What follows belongs to an exercise in optimizing a design on an open flow for small area; a production flow would make more cautious choices. Where RTL was checked, it was by simulation tests only, not by an equivalence proof against the original. No driver is modelled on the clock port, so clock power and skew are understated where the tree is cut down; a real chip needs a root buffer or a tree. Power figures rest on the tool's default switching activity, not on a simulated workload.

==> inputs of onyx <==
==> flow/design.v <==
module vending_machine(
input			CLK,
input			RESET,
input			RELOAD,
input			CARD_IN,
input	[2:0]	ITEM_CODE,
input			KEY_PRESS,
input			VALID_TRN,
output	reg		VEND,
output	reg		INVALID_SEL,
output	[2:0]	COST,
output	reg		FALID_TRAN
);
reg [1:0] s;
reg [2:0] t;
reg [2:0] x;
reg cost2, cost5;
reg [3:0] stock [0:9];
assign COST = {cost5, cost2, cost5};
wire st_idle = (s == 2'b00);
wire idle_act = st_idle & ~t[0];
wire key1 = (s == 2'b01);
wire key2 = (s == 2'b11);
wire pay  = (s == 2'b10);
wire t4 = t[2] & ~t[0];
wire [2:0] t_step = {t[1], t[0], ~t[2]};
wire load = idle_act & ~CARD_IN & RELOAD;
wire c1 = (x == 3'd1);
wire c2 = (x == 3'd2);
wire [9:0] nz;
genvar gi;
generate for (gi = 0; gi < 10; gi = gi + 1) begin : g_nz
	assign nz[gi] = stock[gi][0] | stock[gi][3];
end endgenerate
reg avail;
always @* begin
	case (ITEM_CODE)
		3'd0: avail = c1 ? nz[0] : nz[5];
		3'd1: avail = c1 ? nz[1] : nz[6];
		3'd2: avail = c1 ? nz[2] : nz[7];
		3'd3: avail = c1 ? nz[3] : nz[8];
		3'd4: avail = c1 ? nz[4] : nz[9];
		default: avail = 1'b0;
	endcase
end
wire valid = (c1 | c2) & avail;
wire key2_go = key2 & ~t4 & KEY_PRESS;
always @(posedge CLK) begin
	if (RESET) begin
		s <= 2'b00;
		t <= 3'b000;
		VEND <= 1'b0;
		FALID_TRAN <= 1'b0;
		INVALID_SEL <= 1'b0;
		cost2 <= 1'b0;
		cost5 <= 1'b0;
	end else begin
		VEND <= pay & ~t4 & VALID_TRN;
		FALID_TRAN <= pay & t4;
		INVALID_SEL <= key2 & (t4 | (KEY_PRESS & ~valid));
		cost2 <= (key2_go & valid & c1) | (cost2 & ~idle_act);
		cost5 <= (key2_go & valid & c2) | (cost5 & ~idle_act);
		case (s)
			2'b00: begin
				if (~t[0] & CARD_IN) s <= 2'b01;
				t <= {2'b00, load};
			end
			2'b01: begin
				if (t4) begin s <= 2'b00; t <= 3'b000; end
				else if (KEY_PRESS) begin s <= 2'b11; t <= 3'b000; end
				else t <= t_step;
			end
			2'b11: begin
				if (t4) begin s <= 2'b00; t <= 3'b000; end
				else if (KEY_PRESS) begin
					if (valid) begin s <= 2'b10; t <= 3'b000; end
					else begin s <= 2'b00; t <= 3'b001; end
				end
				else t <= t_step;
			end
			2'b10: begin
				if (t4 | VALID_TRN) begin s <= 2'b00; t <= 3'b001; end
				else t <= t_step;
			end
		endcase
	end
end
always @(posedge CLK)
	if (KEY_PRESS & ~pay)
		x <= ITEM_CODE;
wire dec_any = VEND & ~RESET;
wire lr = load | RESET;
wire load_n = load & ~RESET;
generate for (gi = 0; gi < 10; gi = gi + 1) begin : g_stock
	wire d = dec_any & (cost5 == (gi >= 5)) & (x == (gi % 5));
	wire h = ~(d | lr);
	wire [3:0] q = stock[gi];
	wire n0 = ~(q[0] & q[3]);
	wire [3:0] nx;
	vm_ao22  u0 (.a(h), .b(q[0]), .c(d), .e(n0),   .y(nx[0]));
	vm_ao221 u1 (.a(h), .b(q[1]), .c(d), .e(q[0]), .k(RESET),  .y(nx[1]));
	vm_ao221 u2 (.a(h), .b(q[2]), .c(d), .e(q[1]), .k(RESET),  .y(nx[2]));
	vm_ao221 u3 (.a(h), .b(q[3]), .c(d), .e(q[2]), .k(load_n), .y(nx[3]));
	always @(posedge CLK)
		stock[gi] <= nx;
end endgenerate
endmodule
module vm_ao22(input a, input b, input c, input e, output y);
	assign y = (a & b) | (c & e);
endmodule
module vm_ao221(input a, input b, input c, input e, input k, output y);
	assign y = (a & b) | (c & e) | k;
endmodule
==> flow/run.sh <==
#!/bin/bash
# synth_recipe.tcl (not shown) runs the flow's synth.tcl, then flattens the netlist and writes it again
# the make line also repeats each setting of config.mk as NAME=value (left out here)
make -C /OpenROAD-flow-scripts/flow DESIGN_CONFIG=/design/flow/config.mk WORK_HOME=/design/flow/orfs CLKGATE_MAP_FILE= SYNTH_SCRIPT=/design/flow/synth_recipe.tcl finish
==> flow/config.mk <==
export PLATFORM = sky130hd
export DESIGN_NAME = vending_machine
export DESIGN_NICKNAME = vending_machine
export VERILOG_FILES = /design/flow/design.v
export SDC_FILE = /design/flow/constraint.sdc
export NUM_CORES = 4
export LEC_CHECK = 0
export CAP_MARGIN = 20
export CORE_MARGIN = 2
export CORE_UTILIZATION = 40
export SLEW_MARGIN = 20
export SYNTH_HIERARCHICAL = 1
==> flow/constraint.sdc <==
create_clock -name core_clock -period 8.0 [get_ports {CLK}]
set_input_delay 1.6000 -clock core_clock [delete_from_list [all_inputs] [get_ports {CLK}]]
set_output_delay 1.6000 -clock core_clock [all_outputs]
set_load 0.01 [all_outputs]
==> xenon: changes against onyx <==
==> flow/design.v, changed modules only <==
module vending_machine(
input			CLK,
input			RESET,
input			RELOAD,
input			CARD_IN,
input	[2:0]	ITEM_CODE,
input			KEY_PRESS,
input			VALID_TRN,
output	reg		VEND,
output	reg		INVALID_SEL,
output	[2:0]	COST,
output	reg		FALID_TRAN
);
reg k1, k2, pay;
reg [2:0] t;
reg [2:0] x;
reg cost2, cost5;
assign COST = {cost5, cost2, cost5};
wire idle_act = ~(k1 | k2 | pay | t[0]);
wire t4 = t[2] & ~t[0];
wire nt4 = ~t4;
wire load = idle_act & ~CARD_IN & RELOAD;
wire c1 = ~x[2] & ~x[1] & x[0];
wire c2 = ~x[2] & x[1] & ~x[0];
wire [9:0] z;
wire [4:0] a;
genvar gi;
generate for (gi = 0; gi < 5; gi = gi + 1) begin : g_av
	assign a[gi] = (c1 & ~z[gi]) | (c2 & ~z[gi + 5]);
end endgenerate
wire avail = ITEM_CODE[2] ? (~ITEM_CODE[1] & ~ITEM_CODE[0] & a[4]) : a[ITEM_CODE[1:0]];
wire key2_go = k2 & nt4 & KEY_PRESS;
wire sel_ok = key2_go & avail;
wire stay = ~RESET & nt4 & (((k1 | k2) & ~KEY_PRESS) | (pay & ~VALID_TRN));
always @(posedge CLK) begin
	VEND <= ~RESET & pay & nt4 & VALID_TRN;
	FALID_TRAN <= ~RESET & pay & t4;
	INVALID_SEL <= ~RESET & k2 & (t4 | (KEY_PRESS & ~avail));
	cost2 <= ~RESET & ((sel_ok & c1) | (cost2 & ~idle_act));
	cost5 <= ~RESET & ((sel_ok & c2) | (cost5 & ~idle_act));
	k1 <= ~RESET & ((idle_act & CARD_IN) | (k1 & nt4 & ~KEY_PRESS));
	k2 <= ~RESET & ((k1 & nt4 & KEY_PRESS) | (k2 & nt4 & ~KEY_PRESS));
	pay <= ~RESET & (sel_ok | (pay & nt4 & ~VALID_TRN));
	t[2] <= stay & t[1];
	t[1] <= stay & t[0];
	t[0] <= (stay & ~t[2]) | (~RESET & (load | (pay & (t4 | VALID_TRN)) | (key2_go & ~avail)));
end
always @(posedge CLK)
	if (KEY_PRESS & ~pay)
		x <= ITEM_CODE;
wire [4:0] sel;
assign sel[0] = ~x[2] & ~x[1] & ~x[0];
assign sel[1] = ~x[1] & x[0];
assign sel[2] = x[1] & ~x[0];
assign sel[3] = x[1] & x[0];
assign sel[4] = x[2];
wire v_lo = VEND & cost2 & ~RESET;
wire v_hi = VEND & cost5 & ~RESET;
wire lr = load | RESET;
wire load_n = load & ~RESET;
generate for (gi = 0; gi < 10; gi = gi + 1) begin : g_stock
	reg [3:0] q;
	wire d = (gi < 5 ? v_lo : v_hi) & sel[gi % 5];
	wire h = ~(d | lr);
	wire n0 = ~(q[0] & q[3]);
	wire [3:0] nx;
	assign z[gi] = ~(q[0] | q[3]);
	vm_ao22  u0 (.a(h), .b(q[0]), .c(d), .e(n0),   .y(nx[0]));
	vm_ao221 u1 (.a(h), .b(q[1]), .c(d), .e(q[0]), .k(RESET),  .y(nx[1]));
	vm_ao221 u2 (.a(h), .b(q[2]), .c(d), .e(q[1]), .k(RESET),  .y(nx[2]));
	vm_ao221 u3 (.a(h), .b(q[3]), .c(d), .e(q[2]), .k(load_n), .y(nx[3]));
	always @(posedge CLK)
		q <= nx;
end endgenerate
endmodule
==> notes.md <==
                                                                          xenon                     onyx
Horiz. Die Dim                                                            75.8 um                  77.1 um
Clock buffer instance count of the final layout                                 5                        7
Metal1 wirelength                                                         2060 um                  2230 um
Maximum achievable frequency                                            0.284 GHz                0.269 GHz
Result of the run                                         complete, no violations  complete, no violations
Synthesized cell area                                                   2060 um^2                2140 um^2
Minimum setup slack in the final design                                   4.48 ns                  4.29 ns
Rel. slew slack                                                             0.406                    0.496
Proportion of final cell area spent on non-clock buffers                   0.0630                   0.0639
Critical path's slowest cell                                               nor4_1                   or3b_2
Number of global-route vias before repair                                    1445                     1575
Pre-CTS setup slack                                                       4.14 ns                  3.96 ns
M2 GR Usage                                                                 0.247                    0.244
No functional check of the RTL was part of xenon.

* * *

==> inputs of run Z <==
Another version of the RTL of vending_machine (not shown whole).
Settings: LEC_CHECK=0, CAP_MARGIN=20, CORE_MARGIN=2, CORE_UTILIZATION=40, SLEW_MARGIN=20, SYNTH_HIERARCHICAL=1; clock period 8.0 ns.
run.sh (not shown) runs the stock make flow with config.mk's settings and CLKGATE_MAP_FILE= SYNTH_SCRIPT=/design/flow/synth_recipe.tcl, a recipe that flattens the netlist after the stock synthesis.
==> run D: changes against run Z <==
==> flow/flow/run.sh (new file) <==
#!/bin/bash
# The standard ORFS layout (standard.sh, unchanged synthesis) with:
#  - the smallest buffer (buf_1) on every input and output port;
#  - combinational cells downsized to their smallest drive strength after
#    floorplanning (flow/downsize.tcl); later repairs upsize where needed;
#  - a clock tree of VM_CLK_GROUPS buffers, each driving the register clock
#    pins of one placement cluster (flow/cts.tcl), in place of TritonCTS.
set -euo pipefail
here=$(pwd)
export BUFFER_PORTS_ARGS="-buffer_cell sky130_fd_sc_hd__buf_1"
export POST_FLOORPLAN_TCL=$here/flow/downsize.tcl
export PRE_CTS_TCL=$here/flow/cts.tcl
export VM_CLK_GROUPS=3
export VM_CLK_BUF=sky130_fd_sc_hd__clkbuf_8
bash standard.sh > standard.log 2>&1
==> flow/flow/cts.tcl (new file) <==
# Sourced by ORFS's cts.tcl before clock_tree_synthesis: in place of the tree
# TritonCTS would build, split the register clock pins into VM_CLK_GROUPS
# groups by placement (k-means) and drive each group from one clock buffer
# placed at its centre; the clock port drives only those buffers. Every
# register is one buffer away from the clock port.
rename clock_tree_synthesis __tritoncts
proc clock_tree_synthesis { args } {
  set k 3
  if { [info exists ::env(VM_CLK_GROUPS)] } { set k $::env(VM_CLK_GROUPS) }
  set bufcell sky130_fd_sc_hd__clkbuf_8
  if { [info exists ::env(VM_CLK_BUF)] } { set bufcell $::env(VM_CLK_BUF) }
  set block [ord::get_db_block]
  set dbu [$block getDbUnitsPerMicron]
  set pins {}
  set xs {}
  set ys {}
  foreach pin [get_pins -of_objects [get_nets CLK]] {
    set it [sta::sta_to_db_pin $pin]
    set bb [[$it getInst] getBBox]
    lappend pins $pin
    lappend xs [expr { ([$bb xMin] + [$bb xMax]) / 2.0 / $dbu }]
    lappend ys [expr { ([$bb yMin] + [$bb yMax]) / 2.0 / $dbu }]
  }
  set n [llength $pins]
  # initial centres: points spread along the sorted x coordinate
  set order [lsort -real -indices $xs]
  set cx {}
  set cy {}
  for { set c 0 } { $c < $k } { incr c } {
    set i [lindex $order [expr { int(($c + 0.5) * $n / $k) }]]
    lappend cx [lindex $xs $i]
    lappend cy [lindex $ys $i]
  }
  for { set iter 0 } { $iter < 50 } { incr iter } {
    set assign {}
    for { set i 0 } { $i < $n } { incr i } {
      set best 0
      set bd 1e30
      for { set c 0 } { $c < $k } { incr c } {
        set dx [expr { [lindex $xs $i] - [lindex $cx $c] }]
        set dy [expr { [lindex $ys $i] - [lindex $cy $c] }]
        set d [expr { $dx * $dx + $dy * $dy }]
        if { $d < $bd } { set bd $d; set best $c }
      }
      lappend assign $best
    }
    set ncx {}
    set ncy {}
    for { set c 0 } { $c < $k } { incr c } {
      set sx 0.0
      set sy 0.0
      set m 0
      for { set i 0 } { $i < $n } { incr i } {
        if { [lindex $assign $i] == $c } {
          set sx [expr { $sx + [lindex $xs $i] }]
          set sy [expr { $sy + [lindex $ys $i] }]
          incr m
        }
      }
      if { $m > 0 } {
        lappend ncx [expr { $sx / $m }]
        lappend ncy [expr { $sy / $m }]
      } else {
        lappend ncx [lindex $cx $c]
        lappend ncy [lindex $cy $c]
      }
    }
    set cx $ncx
    set cy $ncy
  }
  for { set c 0 } { $c < $k } { incr c } {
    set group {}
    for { set i 0 } { $i < $n } { incr i } {
      if { [lindex $assign $i] == $c } { lappend group [lindex $pins $i] }
    }
    if { [llength $group] == 0 } { continue }
    puts "clock group $c: [llength $group] pins, buffer at ([lindex $cx $c], [lindex $cy $c])"
    insert_buffer -net CLK -load_pins $group -buffer_cell $bufcell \
      -location [list [lindex $cx $c] [lindex $cy $c]] \
      -buffer_name clkbuf_$c -net_name clknet_$c
  }
  set_propagated_clock [all_clocks]
}
==> flow/flow/downsize.tcl (new file) <==
# Downsize every combinational cell that synthesis gave a drive strength
# above the smallest to the smallest-area cell of the same function (same
# cell family, other drive strength). Registers keep their cells; later
# repair steps upsize again wherever slew, capacitance or timing need it.
proc vm_downsize { } {
  set dont_use [list]
  if { [info exists ::env(DONT_USE_CELLS)] } { set dont_use $::env(DONT_USE_CELLS) }
  set n 0
  foreach inst [get_cells *] {
    set lc [get_lib_cells -of_objects $inst]
    set name [get_name $lc]
    if { ![regexp {^(sky130_fd_sc_hd__[a-z0-9]+)_([0-9]+)$} $name -> base sz] } { continue }
    if { [regexp {__(df|edf|sdf|dl|clk|buf|inv|tap|fill|decap|conb)} $base] } { continue }
    set best $name
    set best_area [get_property $lc area]
    foreach c [get_lib_cells ${base}_*] {
      set cn [get_name $c]
      if { ![regexp "^${base}_\[0-9\]+\$" $cn] } { continue }
      if { [lsearch -exact $dont_use $cn] >= 0 } { continue }
      set a [get_property $c area]
      if { $a < $best_area } { set best $cn; set best_area $a }
    }
    if { $best ne $name } {
      replace_cell $inst [get_lib_cells $best]
      incr n
    }
  }
  puts "vm_downsize: $n cells downsized"
}
vm_downsize
==> flow/standard.sh (new file) <==
#!/bin/bash
# synth_recipe.tcl (not shown) runs the flow's synth.tcl, then flattens the netlist and writes it again
# the make line also repeats each setting of config.mk as NAME=value (left out here)
make -C /OpenROAD-flow-scripts/flow DESIGN_CONFIG=/design/flow/config.mk WORK_HOME=/design/flow/orfs CLKGATE_MAP_FILE= SYNTH_SCRIPT=/design/flow/synth_recipe.tcl "${@:-finish}"
CORE_UTILIZATION = 65   (was 40)
removed: flow/run.sh
==> run G: changes against run Z <==
==> flow/design.v, changed modules only <==
module vending_machine(
input			CLK,
input			RESET,
input			RELOAD,
input			CARD_IN,
input	[2:0]	ITEM_CODE,
input			KEY_PRESS,
input			VALID_TRN,
output			VEND,
output			INVALID_SEL,
output	[2:0]	COST,
output			FALID_TRAN
);
reg [1:0] s;
reg [2:0] t;
reg [2:0] x;
reg cost2, cost5;
assign COST = {cost5, cost2, cost5};
wire [1:0] s_d;
wire cost2_d, cost5_d, x_en;
wire [2:0] t_d;
wire [9:0] z;             
wire nc1, nc2;            
wire [4:0] a;             
wire m4, p4, navail;
wire [4:0] sel_x_n;       
vm_or2   u_nc1 (.a(x[2]), .b(sel_x_n[1]), .y(nc1));
vm_or2   u_nc2 (.a(x[2]), .b(sel_x_n[2]), .y(nc2));
genvar gi;
generate for (gi = 0; gi < 5; gi = gi + 1) begin : g_av
	vm_o22ai u_a (.a1(nc1), .a2(z[gi]), .b1(nc2), .b2(z[gi + 5]), .y(a[gi]));
end endgenerate
vm_mux4  u_m4 (.a0(a[0]), .a1(a[1]), .a2(a[2]), .a3(a[3]), .s0(ITEM_CODE[0]), .s1(ITEM_CODE[1]), .y(m4));
vm_nor3b u_p4 (.a(ITEM_CODE[1]), .b(ITEM_CODE[0]), .cn(a[4]), .y(p4));
vm_mux2i u_na (.a0(m4), .a1(p4), .s(ITEM_CODE[2]), .y(navail));
wire w, idle_act, nr, t4, ng, ev, ge, gn, stay;
vm_or2   u_w   (.a(s[1]), .b(s[0]), .y(w));
vm_nor2  u_ia  (.a(w), .b(t[0]), .y(idle_act));
vm_inv   u_nr  (.a(RESET), .y(nr));
vm_and2b u_t4  (.an(t[0]), .b(t[2]), .y(t4));
vm_or2   u_ng  (.a(RESET), .b(t4), .y(ng));
vm_mux2  u_ev  (.a0(VALID_TRN), .a1(KEY_PRESS), .s(s[0]), .y(ev));
vm_nor2b u_ge  (.a(ng), .bn(ev), .y(ge));
vm_nor2  u_gn  (.a(ng), .b(ev), .y(gn));
vm_and2  u_st  (.a(gn), .b(w), .y(stay));
wire h0, y1, sel_n;
vm_a21oi u_h0  (.a1(ev), .a2(s[1]), .b(ng), .y(h0));
vm_a32o  u_sd0 (.a1(nr), .a2(idle_act), .a3(CARD_IN), .b1(s[0]), .b2(h0), .y(s_d[0]));
vm_nand2 u_y1  (.a(s[1]), .b(navail), .y(y1));
vm_a32o  u_sd1 (.a1(ge), .a2(s[0]), .a3(y1), .b1(gn), .b2(s[1]), .y(s_d[1]));
vm_nand4b u_sel (.an(navail), .b(ge), .c(s[1]), .d(s[0]), .y(sel_n));
wire to2, q_ev, evd, pay_exit, st2n, nload, load_n, lr;
vm_and4  u_to2 (.a(nr), .b(s[1]), .c(s[0]), .d(t4), .y(to2));
vm_nand2b u_qev (.an(navail), .b(s[0]), .y(q_ev));
vm_and3  u_evd (.a(ge), .b(s[1]), .c(q_ev), .y(evd));
vm_a211o u_t2  (.a1(stay), .a2(t[1]), .b(to2), .c(evd), .y(t_d[2]));
vm_a21o  u_t1  (.a1(stay), .a2(t[0]), .b(pay_exit), .y(t_d[1]));
vm_and4bb u_pe (.an(s[0]), .bn(gn), .c(s[1]), .d(nr), .y(pay_exit));
vm_and2b u_s2n (.an(t[2]), .b(stay), .y(st2n));
vm_or4   u_t0  (.a(st2n), .b(load_n), .c(pay_exit), .d(evd), .y(t_d[0]));
vm_nand3b u_ld (.an(CARD_IN), .b(idle_act), .c(RELOAD), .y(nload));
vm_nand2b u_lr (.an(RESET), .b(nload), .y(lr));
vm_nor2  u_ldn (.a(RESET), .b(nload), .y(load_n));
wire keep;
vm_nor2  u_kp  (.a(RESET), .b(idle_act), .y(keep));
vm_a2bb2o u_c2 (.a1n(sel_n), .a2n(nc1), .b1(keep), .b2(cost2), .y(cost2_d));
vm_a2bb2o u_c5 (.a1n(sel_n), .a2n(nc2), .b1(keep), .b2(cost5), .y(cost5_d));
vm_and3b u_vend (.an(w), .b(t[2]), .c(t[1]), .y(VEND));
vm_nor3b u_fail (.a(w), .b(t[2]), .cn(t[1]), .y(FALID_TRAN));
vm_nor3b u_inv (.a(w), .b(t[1]), .cn(t[2]), .y(INVALID_SEL));
vm_and2  u_xen (.a(KEY_PRESS), .b(s[0]), .y(x_en));
always @(posedge CLK) begin
	s <= s_d;
	t <= t_d;
	cost2 <= cost2_d;
	cost5 <= cost5_d;
end
always @(posedge CLK)
	if (x_en)
		x <= ITEM_CODE;
wire vlo_n, vhi_n;
vm_nand3 u_vlo (.a(VEND), .b(cost2), .c(nr), .y(vlo_n));
vm_nand3 u_vhi (.a(VEND), .b(cost5), .c(nr), .y(vhi_n));
vm_or3   u_s0  (.a(x[2]), .b(x[1]), .c(x[0]), .y(sel_x_n[0]));
vm_nand2b u_s1 (.an(x[1]), .b(x[0]), .y(sel_x_n[1]));
vm_nand2b u_s2 (.an(x[0]), .b(x[1]), .y(sel_x_n[2]));
vm_nand2 u_s3  (.a(x[1]), .b(x[0]), .y(sel_x_n[3]));
vm_inv   u_s4  (.a(x[2]), .y(sel_x_n[4]));
generate for (gi = 0; gi < 10; gi = gi + 1) begin : g_stock
	reg [3:0] q;
	wire [3:0] nx;
	wire d, h, n0;
	vm_nor2  u_d  (.a(gi < 5 ? vlo_n : vhi_n), .b(sel_x_n[gi % 5]), .y(d));
	vm_nor2  u_h  (.a(d), .b(lr), .y(h));
	vm_nand2 u_n0 (.a(q[0]), .b(q[3]), .y(n0));
	vm_nor2  u_z  (.a(q[0]), .b(q[3]), .y(z[gi]));
	vm_a22o  u0 (.a(h), .b(q[0]), .c(d), .e(n0),   .y(nx[0]));
	vm_a221o u1 (.a(h), .b(q[1]), .c(d), .e(q[0]), .k(RESET),  .y(nx[1]));
	vm_a221o u2 (.a(h), .b(q[2]), .c(d), .e(q[1]), .k(RESET),  .y(nx[2]));
	vm_a221o u3 (.a(h), .b(q[3]), .c(d), .e(q[2]), .k(load_n), .y(nx[3]));
	always @(posedge CLK)
		q <= nx;
end endgenerate
endmodule
module vm_and4(input a, input b, input c, input d, output y); assign y = a & b & c & d; endmodule
module vm_nand4b(input an, input b, input c, input d, output y); assign y = an | ~b | ~c | ~d; endmodule
module vm_a21oi(input a1, input a2, input b, output y); assign y = ~((a1 & a2) | b); endmodule
==> comparison table <==
quantity	run D	run G	run Z
Share of synthesized cell area in and, or, nand and nor gates	0.202	0.196	0.202
Flip-flop and latch count after synthesis	51	50	51
Mean instance size in the synthesized netlist	11.0 um^2	11.0 um^2	11.0 um^2
Fin area	2080 um^2	2290 um^2	2310 um^2
Iteration-0 DRC Markers	106	64	150
Tmin final	3530 ps	3740 ps	3750 ps
Power per Cell Area	201 nW/um^2	222 nW/um^2	206 nW/um^2
Status	finished clean	finished clean	finished clean
Clock buffers created by TritonCTS	-	5	5
Power after layout	0.418 mW	0.508 mW	0.475 mW
First-pass GRT wire length	6.20 mm	7.36 mm	7.15 mm
Clock buffer instance count of the final layout	-	5	5
Biggest cell delay along the critical path	770 ps	870 ps	870 ps
Maximum level of the CTS H-tree	-	2	2
Vias in the first global route	1408	1566	1454
In run D the design's own scripts or RTL, not TritonCTS, make the clock network.

static timing again, ports no longer ideal:
Ports are ideal in the flow. The routed layouts listed here were re-timed in OpenROAD.
Step 1 assumes that a clkbuf_16 drives the clock port and a buf_2 every other input.
Step 2, shift: input delay + t, output delay - t, t = (earliest + latest rising clock arrival at the registers) / 2. This alone moves slack from input paths to output paths.
a / b / c = ideal / step 1 / step 2; a / b = the first two.
| run | t, ns | setup slack, ns | worst setup path after step 2 | latest minus earliest clock arrival (ns) | worst slew at a driven data input, ns |
|---|---|---|---|---|---|
| onyx | 0.332 | 4.288 / 4.297 / 3.965 | input to register | 0.006 / 0.005 | 0.03 |
| xenon | 0.327 | 4.479 / 4.483 / 4.156 | input to register | 0.009 / 0.010 | 0.03 |
| run Z | 0.336 | 4.245 / 4.254 / 3.918 | input to register | 0.008 / 0.008 | 0.03 |
| run D | 0.197 | 4.474 / 4.492 / 4.295 | input to register | 0.016 / 0.016 | 0.03 |
| run G | 0.327 | 4.257 / 4.261 / 3.934 | input to register | 0.008 / 0.008 | 0.03 |
After both steps every run listed still meets setup and hold. The setup slack of run Z, which loses most, moves by +0.009 ns with the drivers and by -0.327 ns with both steps.
